Background: an optimization exercise with open tools, aiming at small area and a short achievable clock period. Do not read the settings as production practice.
Function was checked by simulation only, so behaviour that the tests miss may differ from the original.
No driver is modelled on the clock port, so clocking that relies on it looks cheaper here than on a real chip.
No activity file was given, so power comes from the tool's default toggle rates.

<file path="flow/run.sh">
#!/bin/bash
# The standard layout (standard.sh, unchanged synthesis) with two changes:
# - the port buffers use sky130_fd_sc_hd__buf_1 (every port still gets one);
# - after clock tree synthesis, flow/skew.tcl delays the clock of the output
#   registers m and ov whose data paths are long, by a short chain of clock
#   delay cells (useful skew for the register-to-register path through the
#   multiplier); flow/skew_cells.txt sets the chains.
export BUFFER_PORTS_ARGS="-buffer_cell sky130_fd_sc_hd__buf_1"
export POST_CTS_TCL="$PWD/flow/skew.tcl"
export SKEW_FILE="$PWD/flow/skew_cells.txt"
bash standard.sh > standard.log 2>&1
</file>
<file path="flow/skew.tcl">
set f [open $::env(SKEW_FILE)]
set lines [split [string trim [read $f]] "\n"]
close $f
set max_slack [lindex $lines 0]
set tiers [lrange $lines 1 end]
set_propagated_clock [all_clocks]
estimate_parasitics -placement
set groups [dict create]
foreach c [all_registers -cells] {
  set name [get_full_name $c]
  if {![regexp {^(m\[[0-9]+\]|ov)\$} $name]} { continue }
  set d [get_pins $name/D]
  set smax [get_property $d slack_max]
  set smin [get_property $d slack_min]
  set tier -1
  if {$smax < $max_slack} {
    for {set t 0} {$t < [llength $tiers]} {incr t} {
      if {$smin > [lindex [lindex $tiers $t] 0]} { set tier $t; break }
    }
  }
  puts "skew: $name setup slack $smax hold slack $smin tier $tier"
  if {$tier < 0} { continue }
  set net [get_full_name [get_nets -of_objects [get_pins $name/CLK]]]
  dict lappend groups "$net $tier" "$name/CLK"
}
set k 0
dict for {key pins} $groups {
  lassign $key netname tier
  puts "skew: net $netname tier $tier drives [llength $pins] output registers"
  set cur $netname
  foreach cell [split [lindex [lindex $tiers $tier] 1] ","] {
    insert_buffer -buffer_cell $cell -net [get_nets $cur] -load_pins [get_pins $pins] -buffer_name "skew_buf_$k"
    incr k
    set cur [get_full_name [get_nets -of_objects [get_pins [lindex $pins 0]]]]
  }
}
detailed_placement
check_placement -verbose
estimate_parasitics -placement
report_clock_skew
report_checks -path_delay max -digits 3
report_checks -path_delay min -digits 3
</file>
<file path="flow/skew_cells.txt">
8.3
0.9 sky130_fd_sc_hd__clkdlybuf4s50_1,sky130_fd_sc_hd__clkdlybuf4s25_1,sky130_fd_sc_hd__clkbuf_4
</file>
<file path="standard.sh">
#!/bin/bash
# synth_recipe.tcl (not shown) runs the flow's synth.tcl, then flattens the netlist and writes it again
# the make line also repeats each setting of config.mk as NAME=value (left out here)
make -C /OpenROAD-flow-scripts/flow DESIGN_CONFIG=/design/flow/config.mk WORK_HOME=/design/flow/orfs CLKGATE_MAP_FILE= SYNTH_SCRIPT=/design/flow/synth_recipe.tcl "${@:-finish}"
</file>
<file path="config.mk">
export PLATFORM = sky130hd
export DESIGN_NAME = booth_mul_top
export DESIGN_NICKNAME = booth_mul_top
export VERILOG_FILES = /design/flow/design.v
export SDC_FILE = /design/flow/constraint.sdc
export NUM_CORES = 4
export LEC_CHECK = 0
export ABC_AREA = 1
export CAP_MARGIN = 20
export CORE_MARGIN = 2
export CORE_UTILIZATION = 50
export CTS_BUF_LIST = sky130_fd_sc_hd__clkbuf_8
export HOLD_SLACK_MARGIN = 0.05
export SLEW_MARGIN = 70
export SYNTH_HIERARCHICAL = 1
export SYNTH_MINIMUM_KEEP_SIZE = 0
</file>
<file path="constraint.sdc">
create_clock -name core_clock -period 12.2 [get_ports {clk}]
set_input_delay 2.4400 -clock core_clock [delete_from_list [all_inputs] [get_ports {clk}]]
set_output_delay 2.4400 -clock core_clock [all_outputs]
set_load 0.01 [all_outputs]
</file>
<file path="design.v">
module booth_mul_top(clk, A, B, m, ov);
	input clk;
	input [15:0] A, B;
	output reg [30:0] m;
	output reg ov;
	reg [15:0] a_q, b_q;
	wire [30:0] m_w;
	wire ov_w;
	BoothMUL mul(.A(a_q), .B(b_q), .m(m_w), .ov(ov_w));
	always @(posedge clk) begin
		a_q <= A;
		b_q <= B;
		m <= m_w;
		ov <= ov_w;
	end
endmodule

module FA(a, b, c, cout, sum);
	input a, b, c;
	output cout, sum;
	assign {cout, sum} = a + b + c;
endmodule
module HA(a, b, cout, sum);
	input a, b;
	output cout, sum;
	assign {cout, sum} = a + b;
endmodule
module BoothMUL(A, B, m, ov);
	input [15:0] A, B;
	output [30:0] m;
	output ov;
	wire s1;
	wire c2;
	wire s3;
	wire c4;
	wire s5;
	wire c6;
	wire s7;
	wire c8;
	wire s9;
	wire c10;
	wire s11;
	wire c12;
	wire s13;
	wire c14;
	wire s15;
	wire c16;
	wire s17;
	wire c18;
	wire s19;
	wire c20;
	wire s21;
	wire c22;
	wire s23;
	wire c24;
	wire s25;
	wire c26;
	wire s27;
	wire c28;
	wire s29;
	wire c30;
	wire s31;
	wire c32;
	wire s33;
	wire c34;
	wire s35;
	wire c36;
	wire s37;
	wire c38;
	wire s39;
	wire c40;
	wire s41;
	wire c42;
	wire s43;
	wire c44;
	wire s45;
	wire c46;
	wire s47;
	wire c48;
	wire s49;
	wire c50;
	wire s51;
	wire c52;
	wire s53;
	wire c54;
	wire s55;
	wire c56;
	wire s57;
	wire c58;
	wire s59;
	wire c60;
	wire s61;
	wire c62;
	wire s63;
	wire c64;
	wire s65;
	wire c66;
	wire s67;
	wire c68;
	wire s69;
	wire c70;
	wire s71;
	wire c72;
	wire s73;
	wire c74;
	wire s75;
	wire c76;
	wire s77;
	wire c78;
	wire s79;
	wire c80;
	wire s81;
	wire c82;
	wire s83;
	wire c84;
	wire s85;
	wire c86;
	wire s87;
	wire c88;
	wire s89;
	wire c90;
	wire s91;
	wire c92;
	wire s93;
	wire c94;
	wire s95;
	wire c96;
	wire s97;
	wire c98;
	wire s99;
	wire c100;
	wire s101;
	wire c102;
	wire s103;
	wire c104;
	wire s105;
	wire c106;
	wire s107;
	wire c108;
	wire s109;
	wire c110;
	wire s111;
	wire c112;
	wire s113;
	wire c114;
	wire s115;
	wire c116;
	wire s117;
	wire c118;
	wire s119;
	wire c120;
	wire s121;
	wire c122;
	wire s123;
	wire c124;
	wire s125;
	wire c126;
	wire s127;
	wire c128;
	wire s129;
	wire c130;
	wire s131;
	wire c132;
	wire s133;
	wire c134;
	wire s135;
	wire c136;
	wire s137;
	wire c138;
	wire s139;
	wire c140;
	wire s141;
	wire c142;
	wire s143;
	wire c144;
	wire s145;
	wire c146;
	wire s147;
	wire c148;
	wire s149;
	wire c150;
	wire s151;
	wire c152;
	wire s153;
	wire c154;
	wire s155;
	wire c156;
	wire s157;
	wire c158;
	wire s159;
	wire c160;
	wire s161;
	wire c162;
	wire s163;
	wire c164;
	wire s165;
	wire c166;
	wire s167;
	wire c168;
	wire s169;
	wire c170;
	wire s171;
	wire c172;
	wire s173;
	wire c174;
	wire s175;
	wire c176;
	wire s177;
	wire c178;
	wire s179;
	wire c180;
	wire s181;
	wire c182;
	wire s183;
	wire c184;
	wire s185;
	wire c186;
	wire s187;
	wire c188;
	wire s189;
	wire c190;
	wire s191;
	wire c192;
	wire s193;
	wire c194;
	wire s195;
	wire c196;
	wire s197;
	wire c198;
	wire s199;
	wire c200;
	wire s201;
	wire c202;
	wire s203;
	wire c204;
	wire s205;
	wire c206;
	wire s207;
	wire c208;
	wire s209;
	wire c210;
	wire s211;
	wire c212;
	wire s213;
	wire c214;
	wire s215;
	wire c216;
	wire s217;
	wire c218;
	wire s219;
	wire c220;
	wire s221;
	wire c222;
	wire s223;
	wire c224;
	wire neg0 = B[1];
	wire one0 = B[0] ^ 1'b0;
	wire two0 = (B[1] & ~B[0] & ~1'b0) | (~B[1] & B[0] & 1'b0);
	wire pp0_0 = ((one0 & A[0]) | (two0 & 1'b0)) ^ neg0;
	wire pp0_1 = ((one0 & A[1]) | (two0 & A[0])) ^ neg0;
	wire pp0_2 = ((one0 & A[2]) | (two0 & A[1])) ^ neg0;
	wire pp0_3 = ((one0 & A[3]) | (two0 & A[2])) ^ neg0;
	wire pp0_4 = ((one0 & A[4]) | (two0 & A[3])) ^ neg0;
	wire pp0_5 = ((one0 & A[5]) | (two0 & A[4])) ^ neg0;
	wire pp0_6 = ((one0 & A[6]) | (two0 & A[5])) ^ neg0;
	wire pp0_7 = ((one0 & A[7]) | (two0 & A[6])) ^ neg0;
	wire pp0_8 = ((one0 & A[8]) | (two0 & A[7])) ^ neg0;
	wire pp0_9 = ((one0 & A[9]) | (two0 & A[8])) ^ neg0;
	wire pp0_10 = ((one0 & A[10]) | (two0 & A[9])) ^ neg0;
	wire pp0_11 = ((one0 & A[11]) | (two0 & A[10])) ^ neg0;
	wire pp0_12 = ((one0 & A[12]) | (two0 & A[11])) ^ neg0;
	wire pp0_13 = ((one0 & A[13]) | (two0 & A[12])) ^ neg0;
	wire pp0_14 = ((one0 & A[14]) | (two0 & A[13])) ^ neg0;
	wire pp0_15 = ((one0 & A[15]) | (two0 & A[14])) ^ neg0;
	wire pp0_16 = ~(((one0 & A[15]) | (two0 & A[15])) ^ neg0);
	wire neg1 = B[3];
	wire one1 = B[2] ^ B[1];
	wire two1 = (B[3] & ~B[2] & ~B[1]) | (~B[3] & B[2] & B[1]);
	wire pp1_0 = ((one1 & A[0]) | (two1 & 1'b0)) ^ neg1;
	wire pp1_1 = ((one1 & A[1]) | (two1 & A[0])) ^ neg1;
	wire pp1_2 = ((one1 & A[2]) | (two1 & A[1])) ^ neg1;
	wire pp1_3 = ((one1 & A[3]) | (two1 & A[2])) ^ neg1;
	wire pp1_4 = ((one1 & A[4]) | (two1 & A[3])) ^ neg1;
	wire pp1_5 = ((one1 & A[5]) | (two1 & A[4])) ^ neg1;
	wire pp1_6 = ((one1 & A[6]) | (two1 & A[5])) ^ neg1;
	wire pp1_7 = ((one1 & A[7]) | (two1 & A[6])) ^ neg1;
	wire pp1_8 = ((one1 & A[8]) | (two1 & A[7])) ^ neg1;
	wire pp1_9 = ((one1 & A[9]) | (two1 & A[8])) ^ neg1;
	wire pp1_10 = ((one1 & A[10]) | (two1 & A[9])) ^ neg1;
	wire pp1_11 = ((one1 & A[11]) | (two1 & A[10])) ^ neg1;
	wire pp1_12 = ((one1 & A[12]) | (two1 & A[11])) ^ neg1;
	wire pp1_13 = ((one1 & A[13]) | (two1 & A[12])) ^ neg1;
	wire pp1_14 = ((one1 & A[14]) | (two1 & A[13])) ^ neg1;
	wire pp1_15 = ((one1 & A[15]) | (two1 & A[14])) ^ neg1;
	wire pp1_16 = ~(((one1 & A[15]) | (two1 & A[15])) ^ neg1);
	wire neg2 = B[5];
	wire one2 = B[4] ^ B[3];
	wire two2 = (B[5] & ~B[4] & ~B[3]) | (~B[5] & B[4] & B[3]);
	wire pp2_0 = ((one2 & A[0]) | (two2 & 1'b0)) ^ neg2;
	wire pp2_1 = ((one2 & A[1]) | (two2 & A[0])) ^ neg2;
	wire pp2_2 = ((one2 & A[2]) | (two2 & A[1])) ^ neg2;
	wire pp2_3 = ((one2 & A[3]) | (two2 & A[2])) ^ neg2;
	wire pp2_4 = ((one2 & A[4]) | (two2 & A[3])) ^ neg2;
	wire pp2_5 = ((one2 & A[5]) | (two2 & A[4])) ^ neg2;
	wire pp2_6 = ((one2 & A[6]) | (two2 & A[5])) ^ neg2;
	wire pp2_7 = ((one2 & A[7]) | (two2 & A[6])) ^ neg2;
	wire pp2_8 = ((one2 & A[8]) | (two2 & A[7])) ^ neg2;
	wire pp2_9 = ((one2 & A[9]) | (two2 & A[8])) ^ neg2;
	wire pp2_10 = ((one2 & A[10]) | (two2 & A[9])) ^ neg2;
	wire pp2_11 = ((one2 & A[11]) | (two2 & A[10])) ^ neg2;
	wire pp2_12 = ((one2 & A[12]) | (two2 & A[11])) ^ neg2;
	wire pp2_13 = ((one2 & A[13]) | (two2 & A[12])) ^ neg2;
	wire pp2_14 = ((one2 & A[14]) | (two2 & A[13])) ^ neg2;
	wire pp2_15 = ((one2 & A[15]) | (two2 & A[14])) ^ neg2;
	wire pp2_16 = ~(((one2 & A[15]) | (two2 & A[15])) ^ neg2);
	wire neg3 = B[7];
	wire one3 = B[6] ^ B[5];
	wire two3 = (B[7] & ~B[6] & ~B[5]) | (~B[7] & B[6] & B[5]);
	wire pp3_0 = ((one3 & A[0]) | (two3 & 1'b0)) ^ neg3;
	wire pp3_1 = ((one3 & A[1]) | (two3 & A[0])) ^ neg3;
	wire pp3_2 = ((one3 & A[2]) | (two3 & A[1])) ^ neg3;
	wire pp3_3 = ((one3 & A[3]) | (two3 & A[2])) ^ neg3;
	wire pp3_4 = ((one3 & A[4]) | (two3 & A[3])) ^ neg3;
	wire pp3_5 = ((one3 & A[5]) | (two3 & A[4])) ^ neg3;
	wire pp3_6 = ((one3 & A[6]) | (two3 & A[5])) ^ neg3;
	wire pp3_7 = ((one3 & A[7]) | (two3 & A[6])) ^ neg3;
	wire pp3_8 = ((one3 & A[8]) | (two3 & A[7])) ^ neg3;
	wire pp3_9 = ((one3 & A[9]) | (two3 & A[8])) ^ neg3;
	wire pp3_10 = ((one3 & A[10]) | (two3 & A[9])) ^ neg3;
	wire pp3_11 = ((one3 & A[11]) | (two3 & A[10])) ^ neg3;
	wire pp3_12 = ((one3 & A[12]) | (two3 & A[11])) ^ neg3;
	wire pp3_13 = ((one3 & A[13]) | (two3 & A[12])) ^ neg3;
	wire pp3_14 = ((one3 & A[14]) | (two3 & A[13])) ^ neg3;
	wire pp3_15 = ((one3 & A[15]) | (two3 & A[14])) ^ neg3;
	wire pp3_16 = ~(((one3 & A[15]) | (two3 & A[15])) ^ neg3);
	wire neg4 = B[9];
	wire one4 = B[8] ^ B[7];
	wire two4 = (B[9] & ~B[8] & ~B[7]) | (~B[9] & B[8] & B[7]);
	wire pp4_0 = ((one4 & A[0]) | (two4 & 1'b0)) ^ neg4;
	wire pp4_1 = ((one4 & A[1]) | (two4 & A[0])) ^ neg4;
	wire pp4_2 = ((one4 & A[2]) | (two4 & A[1])) ^ neg4;
	wire pp4_3 = ((one4 & A[3]) | (two4 & A[2])) ^ neg4;
	wire pp4_4 = ((one4 & A[4]) | (two4 & A[3])) ^ neg4;
	wire pp4_5 = ((one4 & A[5]) | (two4 & A[4])) ^ neg4;
	wire pp4_6 = ((one4 & A[6]) | (two4 & A[5])) ^ neg4;
	wire pp4_7 = ((one4 & A[7]) | (two4 & A[6])) ^ neg4;
	wire pp4_8 = ((one4 & A[8]) | (two4 & A[7])) ^ neg4;
	wire pp4_9 = ((one4 & A[9]) | (two4 & A[8])) ^ neg4;
	wire pp4_10 = ((one4 & A[10]) | (two4 & A[9])) ^ neg4;
	wire pp4_11 = ((one4 & A[11]) | (two4 & A[10])) ^ neg4;
	wire pp4_12 = ((one4 & A[12]) | (two4 & A[11])) ^ neg4;
	wire pp4_13 = ((one4 & A[13]) | (two4 & A[12])) ^ neg4;
	wire pp4_14 = ((one4 & A[14]) | (two4 & A[13])) ^ neg4;
	wire pp4_15 = ((one4 & A[15]) | (two4 & A[14])) ^ neg4;
	wire pp4_16 = ~(((one4 & A[15]) | (two4 & A[15])) ^ neg4);
	wire neg5 = B[11];
	wire one5 = B[10] ^ B[9];
	wire two5 = (B[11] & ~B[10] & ~B[9]) | (~B[11] & B[10] & B[9]);
	wire pp5_0 = ((one5 & A[0]) | (two5 & 1'b0)) ^ neg5;
	wire pp5_1 = ((one5 & A[1]) | (two5 & A[0])) ^ neg5;
	wire pp5_2 = ((one5 & A[2]) | (two5 & A[1])) ^ neg5;
	wire pp5_3 = ((one5 & A[3]) | (two5 & A[2])) ^ neg5;
	wire pp5_4 = ((one5 & A[4]) | (two5 & A[3])) ^ neg5;
	wire pp5_5 = ((one5 & A[5]) | (two5 & A[4])) ^ neg5;
	wire pp5_6 = ((one5 & A[6]) | (two5 & A[5])) ^ neg5;
	wire pp5_7 = ((one5 & A[7]) | (two5 & A[6])) ^ neg5;
	wire pp5_8 = ((one5 & A[8]) | (two5 & A[7])) ^ neg5;
	wire pp5_9 = ((one5 & A[9]) | (two5 & A[8])) ^ neg5;
	wire pp5_10 = ((one5 & A[10]) | (two5 & A[9])) ^ neg5;
	wire pp5_11 = ((one5 & A[11]) | (two5 & A[10])) ^ neg5;
	wire pp5_12 = ((one5 & A[12]) | (two5 & A[11])) ^ neg5;
	wire pp5_13 = ((one5 & A[13]) | (two5 & A[12])) ^ neg5;
	wire pp5_14 = ((one5 & A[14]) | (two5 & A[13])) ^ neg5;
	wire pp5_15 = ((one5 & A[15]) | (two5 & A[14])) ^ neg5;
	wire pp5_16 = ~(((one5 & A[15]) | (two5 & A[15])) ^ neg5);
	wire neg6 = B[13];
	wire one6 = B[12] ^ B[11];
	wire two6 = (B[13] & ~B[12] & ~B[11]) | (~B[13] & B[12] & B[11]);
	wire pp6_0 = ((one6 & A[0]) | (two6 & 1'b0)) ^ neg6;
	wire pp6_1 = ((one6 & A[1]) | (two6 & A[0])) ^ neg6;
	wire pp6_2 = ((one6 & A[2]) | (two6 & A[1])) ^ neg6;
	wire pp6_3 = ((one6 & A[3]) | (two6 & A[2])) ^ neg6;
	wire pp6_4 = ((one6 & A[4]) | (two6 & A[3])) ^ neg6;
	wire pp6_5 = ((one6 & A[5]) | (two6 & A[4])) ^ neg6;
	wire pp6_6 = ((one6 & A[6]) | (two6 & A[5])) ^ neg6;
	wire pp6_7 = ((one6 & A[7]) | (two6 & A[6])) ^ neg6;
	wire pp6_8 = ((one6 & A[8]) | (two6 & A[7])) ^ neg6;
	wire pp6_9 = ((one6 & A[9]) | (two6 & A[8])) ^ neg6;
	wire pp6_10 = ((one6 & A[10]) | (two6 & A[9])) ^ neg6;
	wire pp6_11 = ((one6 & A[11]) | (two6 & A[10])) ^ neg6;
	wire pp6_12 = ((one6 & A[12]) | (two6 & A[11])) ^ neg6;
	wire pp6_13 = ((one6 & A[13]) | (two6 & A[12])) ^ neg6;
	wire pp6_14 = ((one6 & A[14]) | (two6 & A[13])) ^ neg6;
	wire pp6_15 = ((one6 & A[15]) | (two6 & A[14])) ^ neg6;
	wire pp6_16 = ~(((one6 & A[15]) | (two6 & A[15])) ^ neg6);
	wire neg7 = B[15];
	wire one7 = B[14] ^ B[13];
	wire two7 = (B[15] & ~B[14] & ~B[13]) | (~B[15] & B[14] & B[13]);
	wire pp7_0 = ((one7 & A[0]) | (two7 & 1'b0)) ^ neg7;
	wire pp7_1 = ((one7 & A[1]) | (two7 & A[0])) ^ neg7;
	wire pp7_2 = ((one7 & A[2]) | (two7 & A[1])) ^ neg7;
	wire pp7_3 = ((one7 & A[3]) | (two7 & A[2])) ^ neg7;
	wire pp7_4 = ((one7 & A[4]) | (two7 & A[3])) ^ neg7;
	wire pp7_5 = ((one7 & A[5]) | (two7 & A[4])) ^ neg7;
	wire pp7_6 = ((one7 & A[6]) | (two7 & A[5])) ^ neg7;
	wire pp7_7 = ((one7 & A[7]) | (two7 & A[6])) ^ neg7;
	wire pp7_8 = ((one7 & A[8]) | (two7 & A[7])) ^ neg7;
	wire pp7_9 = ((one7 & A[9]) | (two7 & A[8])) ^ neg7;
	wire pp7_10 = ((one7 & A[10]) | (two7 & A[9])) ^ neg7;
	wire pp7_11 = ((one7 & A[11]) | (two7 & A[10])) ^ neg7;
	wire pp7_12 = ((one7 & A[12]) | (two7 & A[11])) ^ neg7;
	wire pp7_13 = ((one7 & A[13]) | (two7 & A[12])) ^ neg7;
	wire pp7_14 = ((one7 & A[14]) | (two7 & A[13])) ^ neg7;
	wire pp7_15 = ((one7 & A[15]) | (two7 & A[14])) ^ neg7;
	wire pp7_16 = ~(((one7 & A[15]) | (two7 & A[15])) ^ neg7);
	HA ha2(.a(neg5), .b(pp0_10), .cout(c2), .sum(s1));
	HA ha4(.a(pp0_11), .b(pp1_9), .cout(c4), .sum(s3));
	FA fa6(.a(neg6), .b(pp0_12), .c(pp1_10), .cout(c6), .sum(s5));
	HA ha8(.a(pp2_8), .b(pp3_6), .cout(c8), .sum(s7));
	FA fa10(.a(pp0_13), .b(pp1_11), .c(pp2_9), .cout(c10), .sum(s9));
	HA ha12(.a(pp3_7), .b(pp4_5), .cout(c12), .sum(s11));
	FA fa14(.a(neg7), .b(pp0_14), .c(pp1_12), .cout(c14), .sum(s13));
	FA fa16(.a(pp2_10), .b(pp3_8), .c(pp4_6), .cout(c16), .sum(s15));
	HA ha18(.a(pp5_4), .b(pp6_2), .cout(c18), .sum(s17));
	FA fa20(.a(pp0_15), .b(pp1_13), .c(pp2_11), .cout(c20), .sum(s19));
	FA fa22(.a(pp3_9), .b(pp4_7), .c(pp5_5), .cout(c22), .sum(s21));
	HA ha24(.a(pp6_3), .b(pp7_1), .cout(c24), .sum(s23));
	assign s25 = ~(pp0_16 ^ pp1_14);
	assign c26 = pp0_16 | pp1_14;
	FA fa28(.a(pp2_12), .b(pp3_10), .c(pp4_8), .cout(c28), .sum(s27));
	FA fa30(.a(pp5_6), .b(pp6_4), .c(pp7_2), .cout(c30), .sum(s29));
	assign s31 = ~(pp1_15 ^ pp2_13);
	assign c32 = pp1_15 | pp2_13;
	FA fa34(.a(pp3_11), .b(pp4_9), .c(pp5_7), .cout(c34), .sum(s33));
	HA ha36(.a(pp6_5), .b(pp7_3), .cout(c36), .sum(s35));
	FA fa38(.a(pp1_16), .b(pp2_14), .c(pp3_12), .cout(c38), .sum(s37));
	FA fa40(.a(pp4_10), .b(pp5_8), .c(pp6_6), .cout(c40), .sum(s39));
	assign s41 = ~(pp2_15 ^ pp3_13);
	assign c42 = pp2_15 | pp3_13;
	HA ha44(.a(pp4_11), .b(pp5_9), .cout(c44), .sum(s43));
	FA fa46(.a(pp2_16), .b(pp3_14), .c(pp4_12), .cout(c46), .sum(s45));
	assign s47 = ~pp3_15;
	assign c48 = pp3_15;
	HA ha50(.a(neg3), .b(pp0_6), .cout(c50), .sum(s49));
	HA ha52(.a(pp0_7), .b(pp1_5), .cout(c52), .sum(s51));
	FA fa54(.a(neg4), .b(pp0_8), .c(pp1_6), .cout(c54), .sum(s53));
	HA ha56(.a(pp2_4), .b(pp3_2), .cout(c56), .sum(s55));
	FA fa58(.a(pp0_9), .b(pp1_7), .c(pp2_5), .cout(c58), .sum(s57));
	HA ha60(.a(pp3_3), .b(pp4_1), .cout(c60), .sum(s59));
	FA fa62(.a(pp1_8), .b(pp2_6), .c(pp3_4), .cout(c62), .sum(s61));
	FA fa64(.a(pp4_2), .b(pp5_0), .c(s1), .cout(c64), .sum(s63));
	FA fa66(.a(pp2_7), .b(pp3_5), .c(pp4_3), .cout(c66), .sum(s65));
	FA fa68(.a(pp5_1), .b(c2), .c(s3), .cout(c68), .sum(s67));
	FA fa70(.a(pp4_4), .b(pp5_2), .c(pp6_0), .cout(c70), .sum(s69));
	FA fa72(.a(c4), .b(s7), .c(s5), .cout(c72), .sum(s71));
	FA fa74(.a(pp5_3), .b(pp6_1), .c(c8), .cout(c74), .sum(s73));
	FA fa76(.a(s11), .b(c6), .c(s9), .cout(c76), .sum(s75));
	FA fa78(.a(pp7_0), .b(c12), .c(s17), .cout(c78), .sum(s77));
	FA fa80(.a(c10), .b(s13), .c(s15), .cout(c80), .sum(s79));
	FA fa82(.a(c18), .b(s23), .c(c14), .cout(c82), .sum(s81));
	FA fa84(.a(c16), .b(s19), .c(s21), .cout(c84), .sum(s83));
	FA fa86(.a(c24), .b(c20), .c(c22), .cout(c86), .sum(s85));
	FA fa88(.a(s25), .b(s27), .c(s29), .cout(c88), .sum(s87));
	FA fa90(.a(s35), .b(c26), .c(c28), .cout(c90), .sum(s89));
	FA fa92(.a(c30), .b(s31), .c(s33), .cout(c92), .sum(s91));
	FA fa94(.a(pp7_4), .b(c36), .c(c32), .cout(c94), .sum(s93));
	FA fa96(.a(c34), .b(s37), .c(s39), .cout(c96), .sum(s95));
	FA fa98(.a(pp6_7), .b(pp7_5), .c(s43), .cout(c98), .sum(s97));
	FA fa100(.a(c38), .b(c40), .c(s41), .cout(c100), .sum(s99));
	FA fa102(.a(pp5_10), .b(pp6_8), .c(pp7_6), .cout(c102), .sum(s101));
	FA fa104(.a(c44), .b(c42), .c(s45), .cout(c104), .sum(s103));
	FA fa106(.a(pp4_13), .b(pp5_11), .c(pp6_9), .cout(c106), .sum(s105));
	FA fa108(.a(pp7_7), .b(s47), .c(c46), .cout(c108), .sum(s107));
	FA fa110(.a(pp3_16), .b(pp4_14), .c(pp5_12), .cout(c110), .sum(s109));
	FA fa112(.a(pp6_10), .b(pp7_8), .c(c48), .cout(c112), .sum(s111));
	assign s113 = ~(pp4_15 ^ pp5_13);
	assign c114 = pp4_15 | pp5_13;
	HA ha116(.a(pp6_11), .b(pp7_9), .cout(c116), .sum(s115));
	FA fa118(.a(pp4_16), .b(pp5_14), .c(pp6_12), .cout(c118), .sum(s117));
	assign s119 = ~pp5_15;
	assign c120 = pp5_15;
	HA ha122(.a(neg2), .b(pp0_4), .cout(c122), .sum(s121));
	HA ha124(.a(pp0_5), .b(pp1_3), .cout(c124), .sum(s123));
	FA fa126(.a(pp1_4), .b(pp2_2), .c(pp3_0), .cout(c126), .sum(s125));
	FA fa128(.a(pp2_3), .b(pp3_1), .c(c50), .cout(c128), .sum(s127));
	FA fa130(.a(pp4_0), .b(c52), .c(s55), .cout(c130), .sum(s129));
	FA fa132(.a(c56), .b(s59), .c(c54), .cout(c132), .sum(s131));
	FA fa134(.a(c60), .b(c58), .c(s61), .cout(c134), .sum(s133));
	FA fa136(.a(c62), .b(s65), .c(c64), .cout(c136), .sum(s135));
	FA fa138(.a(c66), .b(s69), .c(c68), .cout(c138), .sum(s137));
	FA fa140(.a(c70), .b(s73), .c(c72), .cout(c140), .sum(s139));
	FA fa142(.a(c74), .b(s77), .c(c76), .cout(c142), .sum(s141));
	FA fa144(.a(c78), .b(c80), .c(s81), .cout(c144), .sum(s143));
	FA fa146(.a(c82), .b(c84), .c(s85), .cout(c146), .sum(s145));
	FA fa148(.a(c86), .b(c88), .c(s89), .cout(c148), .sum(s147));
	FA fa150(.a(c90), .b(c92), .c(s93), .cout(c150), .sum(s149));
	FA fa152(.a(s97), .b(c94), .c(c96), .cout(c152), .sum(s151));
	FA fa154(.a(s101), .b(c98), .c(c100), .cout(c154), .sum(s153));
	FA fa156(.a(c102), .b(s105), .c(c104), .cout(c156), .sum(s155));
	FA fa158(.a(c106), .b(s109), .c(s111), .cout(c158), .sum(s157));
	FA fa160(.a(s115), .b(c110), .c(s113), .cout(c160), .sum(s159));
	FA fa162(.a(pp7_10), .b(c116), .c(c114), .cout(c162), .sum(s161));
	FA fa164(.a(pp6_13), .b(pp7_11), .c(s119), .cout(c164), .sum(s163));
	FA fa166(.a(pp5_16), .b(pp6_14), .c(pp7_12), .cout(c166), .sum(s165));
	assign s167 = ~pp6_15;
	assign c168 = pp6_15;
	HA ha170(.a(neg1), .b(pp0_2), .cout(c170), .sum(s169));
	HA ha172(.a(pp0_3), .b(pp1_1), .cout(c172), .sum(s171));
	FA fa174(.a(pp1_2), .b(pp2_0), .c(s121), .cout(c174), .sum(s173));
	FA fa176(.a(pp2_1), .b(c122), .c(s123), .cout(c176), .sum(s175));
	FA fa178(.a(c124), .b(s49), .c(s125), .cout(c178), .sum(s177));
	FA fa180(.a(s51), .b(c126), .c(s127), .cout(c180), .sum(s179));
	FA fa182(.a(s53), .b(c128), .c(s129), .cout(c182), .sum(s181));
	FA fa184(.a(s57), .b(c130), .c(s131), .cout(c184), .sum(s183));
	FA fa186(.a(s63), .b(c132), .c(s133), .cout(c186), .sum(s185));
	FA fa188(.a(s67), .b(c134), .c(s135), .cout(c188), .sum(s187));
	FA fa190(.a(s71), .b(c136), .c(s137), .cout(c190), .sum(s189));
	FA fa192(.a(s75), .b(c138), .c(s139), .cout(c192), .sum(s191));
	FA fa194(.a(s79), .b(c140), .c(s141), .cout(c194), .sum(s193));
	FA fa196(.a(s83), .b(c142), .c(s143), .cout(c196), .sum(s195));
	FA fa198(.a(s87), .b(c144), .c(s145), .cout(c198), .sum(s197));
	FA fa200(.a(s91), .b(c146), .c(s147), .cout(c200), .sum(s199));
	FA fa202(.a(s95), .b(c148), .c(s149), .cout(c202), .sum(s201));
	FA fa204(.a(s99), .b(c150), .c(s151), .cout(c204), .sum(s203));
	FA fa206(.a(s103), .b(c152), .c(s153), .cout(c206), .sum(s205));
	FA fa208(.a(s107), .b(c154), .c(s155), .cout(c208), .sum(s207));
	FA fa210(.a(c108), .b(s157), .c(c156), .cout(c210), .sum(s209));
	FA fa212(.a(c112), .b(s159), .c(c158), .cout(c212), .sum(s211));
	FA fa214(.a(s117), .b(c160), .c(s161), .cout(c214), .sum(s213));
	FA fa216(.a(c118), .b(s163), .c(c162), .cout(c216), .sum(s215));
	FA fa218(.a(c120), .b(s165), .c(c164), .cout(c218), .sum(s217));
	FA fa220(.a(pp7_13), .b(s167), .c(c166), .cout(c220), .sum(s219));
	FA fa222(.a(pp6_16), .b(pp7_14), .c(c168), .cout(c222), .sum(s221));
	assign s223 = ~pp7_15;
	assign c224 = pp7_15;
	wire [31:0] X = {1'b1, pp7_16, s223, s221, s219, s217, c214, s213, s211, s209, c206, c204, c202, c200, c198, c196, c194, c192, c190, c188, c186, c184, c182, c180, c178, c176, c174, c172, c170, pp1_0, pp0_1, neg0};
	wire [31:0] Y = {1'b0, c224, c222, c220, c218, c216, s215, c212, c210, c208, s207, s205, s203, s201, s199, s197, s195, s193, s191, s189, s187, s185, s183, s181, s179, s177, s175, s173, s171, s169, 1'b0, pp0_0};
	wire [31:0] P;
	wire [31:0] g, p;
	HA pg0(.a(X[0]), .b(Y[0]), .cout(g[0]), .sum(p[0]));
	assign g[1] = 1'b0;
	assign p[1] = pp0_1;
	HA pg2(.a(X[2]), .b(Y[2]), .cout(g[2]), .sum(p[2]));
	HA pg3(.a(X[3]), .b(Y[3]), .cout(g[3]), .sum(p[3]));
	HA pg4(.a(X[4]), .b(Y[4]), .cout(g[4]), .sum(p[4]));
	HA pg5(.a(X[5]), .b(Y[5]), .cout(g[5]), .sum(p[5]));
	HA pg6(.a(X[6]), .b(Y[6]), .cout(g[6]), .sum(p[6]));
	HA pg7(.a(X[7]), .b(Y[7]), .cout(g[7]), .sum(p[7]));
	HA pg8(.a(X[8]), .b(Y[8]), .cout(g[8]), .sum(p[8]));
	HA pg9(.a(X[9]), .b(Y[9]), .cout(g[9]), .sum(p[9]));
	HA pg10(.a(X[10]), .b(Y[10]), .cout(g[10]), .sum(p[10]));
	HA pg11(.a(X[11]), .b(Y[11]), .cout(g[11]), .sum(p[11]));
	HA pg12(.a(X[12]), .b(Y[12]), .cout(g[12]), .sum(p[12]));
	HA pg13(.a(X[13]), .b(Y[13]), .cout(g[13]), .sum(p[13]));
	HA pg14(.a(X[14]), .b(Y[14]), .cout(g[14]), .sum(p[14]));
	HA pg15(.a(X[15]), .b(Y[15]), .cout(g[15]), .sum(p[15]));
	HA pg16(.a(X[16]), .b(Y[16]), .cout(g[16]), .sum(p[16]));
	HA pg17(.a(X[17]), .b(Y[17]), .cout(g[17]), .sum(p[17]));
	HA pg18(.a(X[18]), .b(Y[18]), .cout(g[18]), .sum(p[18]));
	HA pg19(.a(X[19]), .b(Y[19]), .cout(g[19]), .sum(p[19]));
	HA pg20(.a(X[20]), .b(Y[20]), .cout(g[20]), .sum(p[20]));
	HA pg21(.a(X[21]), .b(Y[21]), .cout(g[21]), .sum(p[21]));
	HA pg22(.a(X[22]), .b(Y[22]), .cout(g[22]), .sum(p[22]));
	HA pg23(.a(X[23]), .b(Y[23]), .cout(g[23]), .sum(p[23]));
	HA pg24(.a(X[24]), .b(Y[24]), .cout(g[24]), .sum(p[24]));
	HA pg25(.a(X[25]), .b(Y[25]), .cout(g[25]), .sum(p[25]));
	HA pg26(.a(X[26]), .b(Y[26]), .cout(g[26]), .sum(p[26]));
	HA pg27(.a(X[27]), .b(Y[27]), .cout(g[27]), .sum(p[27]));
	HA pg28(.a(X[28]), .b(Y[28]), .cout(g[28]), .sum(p[28]));
	HA pg29(.a(X[29]), .b(Y[29]), .cout(g[29]), .sum(p[29]));
	HA pg30(.a(X[30]), .b(Y[30]), .cout(g[30]), .sum(p[30]));
	assign g[31] = 1'b0;
	assign p[31] = ~1'b0;
	assign G225 = g[1] | (p[1] & g[0]);
	assign Pq226 = p[1] & p[0];
	assign G227 = g[3] | (p[3] & g[2]);
	assign Pq228 = p[3] & p[2];
	assign G229 = g[5] | (p[5] & g[4]);
	assign Pq230 = p[5] & p[4];
	assign G231 = g[7] | (p[7] & g[6]);
	assign Pq232 = p[7] & p[6];
	assign G233 = g[9] | (p[9] & g[8]);
	assign Pq234 = p[9] & p[8];
	assign G235 = g[11] | (p[11] & g[10]);
	assign Pq236 = p[11] & p[10];
	assign G237 = g[13] | (p[13] & g[12]);
	assign Pq238 = p[13] & p[12];
	assign G239 = g[15] | (p[15] & g[14]);
	assign Pq240 = p[15] & p[14];
	assign G241 = g[17] | (p[17] & g[16]);
	assign Pq242 = p[17] & p[16];
	assign G243 = g[19] | (p[19] & g[18]);
	assign Pq244 = p[19] & p[18];
	assign G245 = g[21] | (p[21] & g[20]);
	assign Pq246 = p[21] & p[20];
	assign G247 = g[23] | (p[23] & g[22]);
	assign Pq248 = p[23] & p[22];
	assign G249 = g[25] | (p[25] & g[24]);
	assign Pq250 = p[25] & p[24];
	assign G251 = g[27] | (p[27] & g[26]);
	assign Pq252 = p[27] & p[26];
	assign G253 = g[29] | (p[29] & g[28]);
	assign Pq254 = p[29] & p[28];
	assign G255 = g[31] | (p[31] & g[30]);
	assign Pq256 = p[31] & p[30];
	assign G257 = g[2] | (p[2] & G225);
	assign Pq258 = p[2] & Pq226;
	assign G259 = G227 | (Pq228 & G225);
	assign Pq260 = Pq228 & Pq226;
	assign G261 = g[6] | (p[6] & G229);
	assign Pq262 = p[6] & Pq230;
	assign G263 = G231 | (Pq232 & G229);
	assign Pq264 = Pq232 & Pq230;
	assign G265 = g[10] | (p[10] & G233);
	assign Pq266 = p[10] & Pq234;
	assign G267 = G235 | (Pq236 & G233);
	assign Pq268 = Pq236 & Pq234;
	assign G269 = g[14] | (p[14] & G237);
	assign Pq270 = p[14] & Pq238;
	assign G271 = G239 | (Pq240 & G237);
	assign Pq272 = Pq240 & Pq238;
	assign G273 = g[18] | (p[18] & G241);
	assign Pq274 = p[18] & Pq242;
	assign G275 = G243 | (Pq244 & G241);
	assign Pq276 = Pq244 & Pq242;
	assign G277 = g[22] | (p[22] & G245);
	assign Pq278 = p[22] & Pq246;
	assign G279 = G247 | (Pq248 & G245);
	assign Pq280 = Pq248 & Pq246;
	assign G281 = g[26] | (p[26] & G249);
	assign Pq282 = p[26] & Pq250;
	assign G283 = G251 | (Pq252 & G249);
	assign Pq284 = Pq252 & Pq250;
	assign G285 = g[30] | (p[30] & G253);
	assign Pq286 = p[30] & Pq254;
	assign G287 = G255 | (Pq256 & G253);
	assign Pq288 = Pq256 & Pq254;
	assign G289 = g[4] | (p[4] & G259);
	assign Pq290 = p[4] & Pq260;
	assign G291 = G229 | (Pq230 & G259);
	assign Pq292 = Pq230 & Pq260;
	assign G293 = G261 | (Pq262 & G259);
	assign Pq294 = Pq262 & Pq260;
	assign G295 = G263 | (Pq264 & G259);
	assign Pq296 = Pq264 & Pq260;
	assign G297 = g[12] | (p[12] & G267);
	assign Pq298 = p[12] & Pq268;
	assign G299 = G237 | (Pq238 & G267);
	assign Pq300 = Pq238 & Pq268;
	assign G301 = G269 | (Pq270 & G267);
	assign Pq302 = Pq270 & Pq268;
	assign G303 = G271 | (Pq272 & G267);
	assign Pq304 = Pq272 & Pq268;
	assign G305 = g[20] | (p[20] & G275);
	assign Pq306 = p[20] & Pq276;
	assign G307 = G245 | (Pq246 & G275);
	assign Pq308 = Pq246 & Pq276;
	assign G309 = G277 | (Pq278 & G275);
	assign Pq310 = Pq278 & Pq276;
	assign G311 = G279 | (Pq280 & G275);
	assign Pq312 = Pq280 & Pq276;
	assign G313 = g[28] | (p[28] & G283);
	assign Pq314 = p[28] & Pq284;
	assign G315 = G253 | (Pq254 & G283);
	assign Pq316 = Pq254 & Pq284;
	assign G317 = G285 | (Pq286 & G283);
	assign Pq318 = Pq286 & Pq284;
	assign G319 = G287 | (Pq288 & G283);
	assign Pq320 = Pq288 & Pq284;
	assign G321 = g[8] | (p[8] & G295);
	assign Pq322 = p[8] & Pq296;
	assign G323 = G233 | (Pq234 & G295);
	assign Pq324 = Pq234 & Pq296;
	assign G325 = G265 | (Pq266 & G295);
	assign Pq326 = Pq266 & Pq296;
	assign G327 = G267 | (Pq268 & G295);
	assign Pq328 = Pq268 & Pq296;
	assign G329 = G297 | (Pq298 & G295);
	assign Pq330 = Pq298 & Pq296;
	assign G331 = G299 | (Pq300 & G295);
	assign Pq332 = Pq300 & Pq296;
	assign G333 = G301 | (Pq302 & G295);
	assign Pq334 = Pq302 & Pq296;
	assign G335 = G303 | (Pq304 & G295);
	assign Pq336 = Pq304 & Pq296;
	assign G337 = g[24] | (p[24] & G311);
	assign Pq338 = p[24] & Pq312;
	assign G339 = G249 | (Pq250 & G311);
	assign Pq340 = Pq250 & Pq312;
	assign G341 = G281 | (Pq282 & G311);
	assign Pq342 = Pq282 & Pq312;
	assign G343 = G283 | (Pq284 & G311);
	assign Pq344 = Pq284 & Pq312;
	assign G345 = G313 | (Pq314 & G311);
	assign Pq346 = Pq314 & Pq312;
	assign G347 = G315 | (Pq316 & G311);
	assign Pq348 = Pq316 & Pq312;
	assign G349 = G317 | (Pq318 & G311);
	assign Pq350 = Pq318 & Pq312;
	assign G351 = G319 | (Pq320 & G311);
	assign Pq352 = Pq320 & Pq312;
	assign G353 = g[16] | (p[16] & G335);
	assign Pq354 = p[16] & Pq336;
	assign G355 = G241 | (Pq242 & G335);
	assign Pq356 = Pq242 & Pq336;
	assign G357 = G273 | (Pq274 & G335);
	assign Pq358 = Pq274 & Pq336;
	assign G359 = G275 | (Pq276 & G335);
	assign Pq360 = Pq276 & Pq336;
	assign G361 = G305 | (Pq306 & G335);
	assign Pq362 = Pq306 & Pq336;
	assign G363 = G307 | (Pq308 & G335);
	assign Pq364 = Pq308 & Pq336;
	assign G365 = G309 | (Pq310 & G335);
	assign Pq366 = Pq310 & Pq336;
	assign G367 = G311 | (Pq312 & G335);
	assign Pq368 = Pq312 & Pq336;
	assign G369 = G337 | (Pq338 & G335);
	assign Pq370 = Pq338 & Pq336;
	assign G371 = G339 | (Pq340 & G335);
	assign Pq372 = Pq340 & Pq336;
	assign G373 = G341 | (Pq342 & G335);
	assign Pq374 = Pq342 & Pq336;
	assign G375 = G343 | (Pq344 & G335);
	assign Pq376 = Pq344 & Pq336;
	assign G377 = G345 | (Pq346 & G335);
	assign Pq378 = Pq346 & Pq336;
	assign G379 = G347 | (Pq348 & G335);
	assign Pq380 = Pq348 & Pq336;
	assign G381 = G349 | (Pq350 & G335);
	assign Pq382 = Pq350 & Pq336;
	assign G383 = G351 | (Pq352 & G335);
	assign Pq384 = Pq352 & Pq336;
	assign P[0] = p[0];
	assign P[1] = p[1] ^ g[0];
	assign P[2] = p[2] ^ G225;
	assign P[3] = p[3] ^ G257;
	assign P[4] = p[4] ^ G259;
	assign P[5] = p[5] ^ G289;
	assign P[6] = p[6] ^ G291;
	assign P[7] = p[7] ^ G293;
	assign P[8] = p[8] ^ G295;
	assign P[9] = p[9] ^ G321;
	assign P[10] = p[10] ^ G323;
	assign P[11] = p[11] ^ G325;
	assign P[12] = p[12] ^ G327;
	assign P[13] = p[13] ^ G329;
	assign P[14] = p[14] ^ G331;
	assign P[15] = p[15] ^ G333;
	assign P[16] = p[16] ^ G335;
	assign P[17] = p[17] ^ G353;
	assign P[18] = p[18] ^ G355;
	assign P[19] = p[19] ^ G357;
	assign P[20] = p[20] ^ G359;
	assign P[21] = p[21] ^ G361;
	assign P[22] = p[22] ^ G363;
	assign P[23] = p[23] ^ G365;
	assign P[24] = p[24] ^ G367;
	assign P[25] = p[25] ^ G369;
	assign P[26] = p[26] ^ G371;
	assign P[27] = p[27] ^ G373;
	assign P[28] = p[28] ^ G375;
	assign P[29] = p[29] ^ G377;
	assign P[30] = p[30] ^ G379;
	assign P[31] = p[31] ^ G381;
	assign m = P[30:0];
	assign ov = ~P[31];
endmodule
</file>
==> Flow_metrics.wiki, run 1 <==
{| class="wikitable"
! Metric !! Value
|-
| Status || finished clean
|-
| Total number of clock tree sinks || 64
|-
| Area occupied by multi-input gates || 0.00588 mm2
|-
| Clock latency on the worst-skew pair || 1.32 ns
|-
| Arrival @ worst endpoint || 1.79 ns
|-
| Final Hold Slack || 0.0247 ns
|-
| Fraction of power spent switching nets || 0.521
|-
| Fraction of registers with async set/reset || 0
|-
| Pre-antenna DRT Iters || 5
|-
| CP Max Fanout || 1
|-
| Most common cell in the netlist || sky130_fd_sc_hd__nand2_1
|-
| Hold Violations, Final || 0
|-
| Post-synthesis area per instance || 8.97 um2
|-
| I/O pin cnt || 65
|-
| Category of the most critical setup path || reg2out
|-
| Clock power frac || 0.099
|-
| Remaining antenna violation count || 0
|-
| Maximum Capacitance Violations || 0
|-
| Filler instances || 1,417
|-
| DR vias || 6,184
|-
| Placed wire-length estimate || 13.6 mm
|-
| Global placement routability congestion || 0.903
|-
| Sequential cell area fraction in the yosys report || 0.165
|-
| Final Skew || 0.957 ns
|-
| Setup repair after global routing missed its margin || no
|-
| Count of buffer and inverter cells on the critical path || 1
|-
| Min-Delay Path Class || reg2reg
|-
| Count of antenna diodes in the layout || 0
|-
| Area of the die || 0.0166 mm2
|-
| Routed length per instance || 16.8 um
|-
| Final period demand of the worst path || 4.23 ns
|-
| WP data required || 9.76 ns
|-
| Clk slew on worst S/H paths || 0.09 ns
|-
| Leading cell types by total area after synthesis || sky130_fd_sc_hd__fa_1 (22%), sky130_fd_sc_hd__dfxtp_1 (16%), sky130_fd_sc_hd__xor2_1 (15%)
|-
| Share of cells above drive strength 1 || 0.125
|-
| Leakage || 3.86 nW
|-
| Number of synthesized register bits || 64
|-
| Post-layout nets || 1,085
|-
| Aggregate global routing overflow || 0
|-
| Pwr Total || 2.84 mW
|-
| Top Family by Delay on Critical Path || flip-flops
|-
| Leading cell types by count after synthesis || sky130_fd_sc_hd__nand2_1 (143), sky130_fd_sc_hd__xor2_1 (132), sky130_fd_sc_hd__fa_1 (87), sky130_fd_sc_hd__inv_1 (82), sky130_fd_sc_hd__o22ai_1 (77)
|-
| Worst slew margin relative to its limit || 0.705
|-
| GRT Util Overall || 0.236
|-
| Synth area leader || sky130_fd_sc_hd__fa_1
|-
| Number of standard cells after synthesis || 866
|-
| Number of vias per cell || 5.61
|-
| Number of antenna violations at the first check in global routing || 0
|-
| Area of the core || 0.0152 mm2
|-
| Die width || 129 um
|-
| Final max-slew violation count || 0
|-
| Synth-to-layout area growth || 7.42%
|-
| Sum of routed wire length over all layers || 18.5 mm
|-
| Sequential group share of total power || 0.115
|-
| Sequential Area || 0.00129 mm2
|-
| Top FF cell, synth || sky130_fd_sc_hd__dfxtp_1
|-
| Internal || 1.36 mW
|-
| Worst ir drop on vdd || 0.000259 V
|-
| First-pass GRT wire length || 30.5 mm
|-
| Number of input and output port buffers inserted || 64
|-
| Worst slack at placement || 7.28 ns
|-
| Power density over cell area || 340 mW/mm2
|-
| Count of flip-flops with a built-in enable after synthesis || 0
|-
| Post-Syn Area || 0.00777 mm2
|-
| Share of total power in combinational logic || 0.786
|-
| Count of endpoints failing setup in the final report || 0
|-
| Via count of the first global-routing pass || 6,361
|-
| CP Launch Type || flop
|-
| Worst-path cell chain || buf_1
|-
| Setup TNS after final layout || 0 ns
|-
| Floorplan row count || 45
|-
| Vertical die dimension || 129 um
|-
| Actual transition at the worst max-transition pin || 0.441 ns
|-
| Critical Path Sink Type || output port
|-
| Achievable clock frequency || 236 MHz
|-
| Worst-path cell with the longest stage delay || sky130_fd_sc_hd__dfxtp_1
|-
| Nets in the synthesized netlist || 1,042
|-
| Residual DRC || 0
|-
| Yosys warnings || 167
|-
| Largest net degree at the start of global routing || 22
|-
| Share of the cycle needed by the critical path after routing || 0.347
|-
| Fraction of post-synthesis cell area in the top cell type by area || 0.224
|-
| Crit path largest cell delay || 0.32 ns
|-
| Post-route worst setup slack || 7.97 ns
|-
| Initial DRC Count || 351
|-
| Number of distinct library cell variants in the gate-level netlist after synthesis || 29
|-
| CTS tree || yes
|-
| Initial cell density of the core || 0.511
|-
| Sw Pwr || 1.48 mW
|}
## worst min-delay path: cells and delay by family, from the launching register on
kind / cells / cell delay [ns]
simple gates: 1 / 0.05
fa+ha+maj: 1 / 0.18
flops: 1 / 0.42
compound gates: 2 / 0.29
## cell usage in the layout (no fill, tap or decap), types with 2 or more instances in the layout
master and count:
sky130_fd_sc_hd__nand2_2 15, sky130_fd_sc_hd__clkdlybuf4s50_1 4, sky130_fd_sc_hd__clkinv_2 3, sky130_fd_sc_hd__inv_2 14, sky130_fd_sc_hd__ha_1 56, sky130_fd_sc_hd__dfxtp_4 2, sky130_fd_sc_hd__dfxtp_1 61, sky130_fd_sc_hd__a21oi_1 26
sky130_fd_sc_hd__or2_4 4, sky130_fd_sc_hd__a31oi_1 7, sky130_fd_sc_hd__clkbuf_8 9, sky130_fd_sc_hd__xor2_1 132, sky130_fd_sc_hd__nand2_1 138, sky130_fd_sc_hd__fa_1 87, sky130_fd_sc_hd__nand2_4 7, sky130_fd_sc_hd__nor3_1 4
sky130_fd_sc_hd__o21ai_0 2, sky130_fd_sc_hd__inv_6 2, sky130_fd_sc_hd__buf_1 64, sky130_fd_sc_hd__clkbuf_4 4, sky130_fd_sc_hd__or2_1 3, sky130_fd_sc_hd__bufinv_16 2, sky130_fd_sc_hd__xnor2_1 5, sky130_fd_sc_hd__nor2_1 37
sky130_fd_sc_hd__inv_1 66, sky130_fd_sc_hd__clkdlybuf4s25_1 4, sky130_fd_sc_hd__a21o_1 2, sky130_fd_sc_hd__nand3_1 21, sky130_fd_sc_hd__buf_4 6, sky130_fd_sc_hd__o22ai_2 42, sky130_fd_sc_hd__clkinv_4 2, sky130_fd_sc_hd__o22ai_1 77
## per-module statistics from Yosys (local to each module, per instance)
module | cells inside | flops+latches | area [um2]
FA | 1 | 0 | 20.0
booth_mul_top | 64 | 64 | 1280
HA | 1 | 0 | 12.5
BoothMUL | 668 | 0 | 4160
## logic make-up after synthesis
| logic type | after synthesis | share of synthesized area |
|---|---|---|
| and+or+nand+nor | 231 | 0.129 |
| buffers and inverters | 133 | 0.0807 |
| adders and majority gates | 143 | 0.314 |
| AOI/OAI and AO/OA | 158 | 0.157 |
| DFF | 64 | 0.165 |
| xor gates and xnor gates | 137 | 0.154 |
## final timing paths
kind / from / end / slack, ns / cells after the start
worst max register to register: b_q[1] / m[17] / 8.02 / 20
worst min register to register: a_q[15] / ov / 0.02 / 4
worst min-delay path: a_q[15] / ov / 0.02 / 4
worst max-delay path: m[29] / m[29] / 7.97 / 1
## per-stage QoR
stage                util  cells  instance area, um2
global route        0.549   1102                8350
global placement    0.525   1074                7980
floorplan               -    866                7770
detailed placement  0.526   1074                8000
finish              0.549   1102                8350
## cell type report, without the clock buffers
cell class | instances | share of cell area
timing repair buffer | 70 | 0.0342
tap | 188 | 0.0282
multi-input combinational | 669 | 0.705
inverter | 83 | 0.0378
sequential | 64 | 0.155
clock inverter | 7 | 0.0123
## power by group through the flow
stage	clock network, mW	registers (mW)	logic, mW
floorplan	0	0.357	1.80
global placement	0	0.329	2.19
detailed placement	0	0.331	2.24
global route	0.303	0.331	2.62
finish	0.282	0.326	2.23
## per-layer routing
layer  vias to the layer above  GRT usage  share of wire
li1                       2934          -              -
met1                      3011      0.290           0.43
met2                       188      0.386           0.47
met3                        51     0.0503          0.051
met4                         0      0.129          0.044
met5                         -          0              0
## flip-flops by register name, summed over array words and instances, names as in the netlist
signal / flops
a_q: 16
ov: 1
b_q: 16
m: 31
==> run 2: changes to the inputs <==
--- a/config.mk
+++ b/config.mk
@@ -11,5 +11,4 @@
 export CORE_UTILIZATION = 50
-export CTS_BUF_LIST = sky130_fd_sc_hd__clkbuf_8
 export HOLD_SLACK_MARGIN = 0.05
-export SLEW_MARGIN = 70
+export SLEW_MARGIN = 80
 export SYNTH_HIERARCHICAL = 1
==> Flow_metrics.wiki, run 2 <==
{| class="wikitable"
! Metric !! Value
|-
| Status || finished clean
|-
| Total number of clock tree sinks || 64
|-
| CTS tree || yes
|-
| Count of antenna diodes in the layout || 0
|-
| CP Max Fanout || 1
|-
| Post-Route Utilization || 0.568
|-
| Sequential Area || 0.00129 mm2
|-
| Number of vias per cell || 5.64
|-
| Worst slew margin relative to its limit || 0.800
|-
| Count of flip-flops with a built-in enable after synthesis || 0
|-
| Largest register by flop count || m
|-
| Routed length per instance || 16.7 um
|-
| Residual DRC || 0
|-
| Share of the cycle needed by the critical path after routing || 0.339
|-
| Sum of routed wire length over all layers || 18.4 mm
|-
| Post-Syn Area || 0.00777 mm2
|-
| I/O pin cnt || 65
|-
| Clk slew on worst S/H paths || 0.10 ns
|-
| Largest net degree at the start of global routing || 22
|-
| Placed wire-length estimate || 13.7 mm
|-
| Area of the core || 0.0152 mm2
|-
| Top FF cell, synth || sky130_fd_sc_hd__dfxtp_1
|-
| Sw Pwr || 1.49 mW
|-
| Final max-slew violation count || 0
|-
| Share of total power in combinational logic || 0.768
|-
| Actual transition at the worst max-transition pin || 0.301 ns
|-
| Fraction of post-synthesis cell area in the top cell type by area || 0.224
|-
| Top Family by Delay on Critical Path || flip-flops
|-
| Achievable clock frequency || 242 MHz
|-
| Arrival @ worst endpoint || 1.70 ns
|-
| Initial DRC Count || 491
|-
| Leading cell types by count after synthesis || sky130_fd_sc_hd__nand2_1 (143), sky130_fd_sc_hd__xor2_1 (132), sky130_fd_sc_hd__fa_1 (87), sky130_fd_sc_hd__inv_1 (82), sky130_fd_sc_hd__o22ai_1 (77)
|-
| Yosys warnings || 167
|-
| Sequential cell area fraction in the yosys report || 0.165
|-
| Number of synthesized register bits || 64
|-
| Final period demand of the worst path || 4.14 ns
|-
| Remaining antenna violation count || 0
|-
| Number of input and output port buffers inserted || 64
|-
| DR vias || 6,227
|-
| Clock power frac || 0.121
|-
| Via count of the first global-routing pass || 6,377
|-
| Post-route insts no fill || 1,104
|-
| Sequential group share of total power || 0.111
|-
| Critical Path Sink Type || output port
|-
| Worst-path cell chain || buf_1
|-
| Fraction of power spent switching nets || 0.510
|-
| CP Launch Type || flop
|-
| Power density over cell area || 339 mW/mm2
|-
| Most frequent cells in the layout || sky130_fd_sc_hd__nand2_1 (138), sky130_fd_sc_hd__xor2_1 (127), sky130_fd_sc_hd__fa_1 (87)
|-
| Maximum Capacitance Violations || 0
|-
| Vertical die dimension || 129 um
|-
| Synth-to-layout area growth || 11.2%
|-
| Synth area leader || sky130_fd_sc_hd__fa_1
|-
| Area of the die || 0.0166 mm2
|-
| Crit path largest cell delay || 0.33 ns
|-
| Setup repair after global routing missed its margin || no
|-
| Count of endpoints failing setup in the final report || 0
|-
| Regs by FF count || m (31), a_q (16), b_q (16)
|-
| Most common cell in the netlist || sky130_fd_sc_hd__nand2_1
|-
| Final Skew || 0.885 ns
|-
| Share of cells above drive strength 1 || 0.135
|-
| Post-synthesis area per instance || 8.97 um2
|-
| Count of buffer and inverter cells on the critical path || 1
|-
| Nets in the synthesized netlist || 1,042
|-
| Number of flip-flops under the largest register name || 31
|-
| Worst-path cell with the longest stage delay || sky130_fd_sc_hd__dfxtp_1
|-
| Hold Violations, Final || 0
|-
| Post-layout nets || 1,087
|-
| Pre-antenna DRT Iters || 5
|-
| Category of the most critical setup path || reg2out
|-
| Fraction of registers with async set/reset || 0
|-
| First-pass GRT wire length || 30.6 mm
|-
| Leading cell types by total area after synthesis || sky130_fd_sc_hd__fa_1 (22%), sky130_fd_sc_hd__dfxtp_1 (16%), sky130_fd_sc_hd__xor2_1 (15%)
|-
| Instance count after placement with tap cells included || 1,076
|-
| Floorplan row count || 45
|-
| Internal || 1.44 mW
|-
| Initial cell density of the core || 0.511
|-
| Worst ir drop on vdd || 0.000243 V
|-
| Leading cell type in the layout, fill and taps excluded || sky130_fd_sc_hd__nand2_1
|-
| Area occupied by multi-input gates || 0.00599 mm2
|-
| Setup TNS after final layout || 0 ns
|-
| Number of antenna violations at the first check in global routing || 0
|-
| GRT Util Overall || 0.235
|-
| Aggregate global routing overflow || 0
|-
| Filler instances || 1,403
|-
| Number of standard cells after synthesis || 866
|-
| Clock latency on the worst-skew pair || 1.22 ns
|-
| WP data required || 9.76 ns
|-
| Min-Delay Path Class || reg2reg
|-
| Die width || 129 um
|-
| Number of distinct library cell variants in the gate-level netlist after synthesis || 29
|-
| Leakage || 3.96 nW
|-
| Global placement routability congestion || 0.903
|}
run 2: power by group through the flow:
stage          clock network, mW  logic, mW  registers (mW)
2_1_floorplan                  0       1.80           0.357
3_3_place_gp                   0       2.19           0.329
3_5_place_dp                   0       2.25           0.331
5_1_grt                    0.374       2.64           0.331
6_report                   0.353       2.25           0.326
run 2: final cells by class, without the clock buffers:
class | count | share of cell area
clock inverter | 7 | 0.0119
multi-input combinational | 669 | 0.694
sequential | 64 | 0.150
timing repair buffer | 72 | 0.0382
tap | 188 | 0.0272
inverter | 83 | 0.0406
run 2: routing by layer:
layer	vias to the layer above	GRT usage	wire length, um
met2	212	0.391	8760
met3	51	0.0445	925
met5	-	0	0
li1	2939	-	-
met4	0	0.115	787
met1	3025	0.295	7910
run 2: cells by family after synthesis:
logic type / after synthesis / synth area share
buf+inv: 133 / 0.0807
flops: 64 / 0.165
xor+xnor: 137 / 0.154
simple gates: 231 / 0.129
fa+ha+maj: 143 / 0.314
compound gates: 158 / 0.157
run 2: path summary, 6_finish.rpt:
kind,start,endpoint,slack (ns),depth (start not counted)
worst max register to register,b_q[1],m[17],8.14,20
worst min register to register,a_q[15],ov,0.08,4
worst max-delay path,m[29],m[29],8.06,1
worst min-delay path,a_q[15],ov,0.08,4
run 2: stage by stage:
stage          setup slack, ns  hold slack, ns  cell area, um2  total power [mW]
2_1_floorplan             7.79           0.568            7770              2.16
3_5_place_dp              7.35           0.725            8140              2.58
5_1_grt                   7.86           0.126            8640              3.34
6_report                  8.06          0.0776            8640              2.93
3_3_place_gp              6.74           0.676            7980              2.52
run 2: modules after synthesis (local to each module, per instance):
module	cell area, um2	cells inside
booth_mul_top	1280	64
HA	12.5	1
BoothMUL	4160	668
FA	20.0	1

[static timing again, ports no longer ideal]
How much do the figures lean on ideal ports? The routed layouts below were timed once more, with nothing changed but the port constraints. Step 1 (the two cells are an assumption about what drives the block):
set clk [get_ports {clk}]
set_driving_cell -lib_cell sky130_fd_sc_hd__clkbuf_16 $clk
set_driving_cell -lib_cell sky130_fd_sc_hd__buf_2 [delete_from_list [all_inputs] $clk]
Step 2, shift: input delay + t, output delay - t, t = (earliest + latest rising clock arrival at the registers) / 2. This alone moves slack from input paths to output paths. Slacks: no drivers / after step 1 / after step 2; pairs: no drivers / after step 1.
run | t (ns) | setup slack, ns | hold WS [ns] | clock arrival spread, ns | slew at the worst register clock pin (ns)
run 1 | 0.880 | 7.968 / 7.929 / 8.020 | 0.025 / 0.025 / 0.025 | 0.958 / 0.957 | 0.09 / 0.09
run 2 | 0.817 | 8.061 / 8.021 / 8.141 | 0.078 / 0.078 / 0.078 | 0.885 / 0.884 | 0.10 / 0.10
In run 1 and run 2 the clock reaches the registers at very different times; t lies between them, and the last value is a rough guide only.
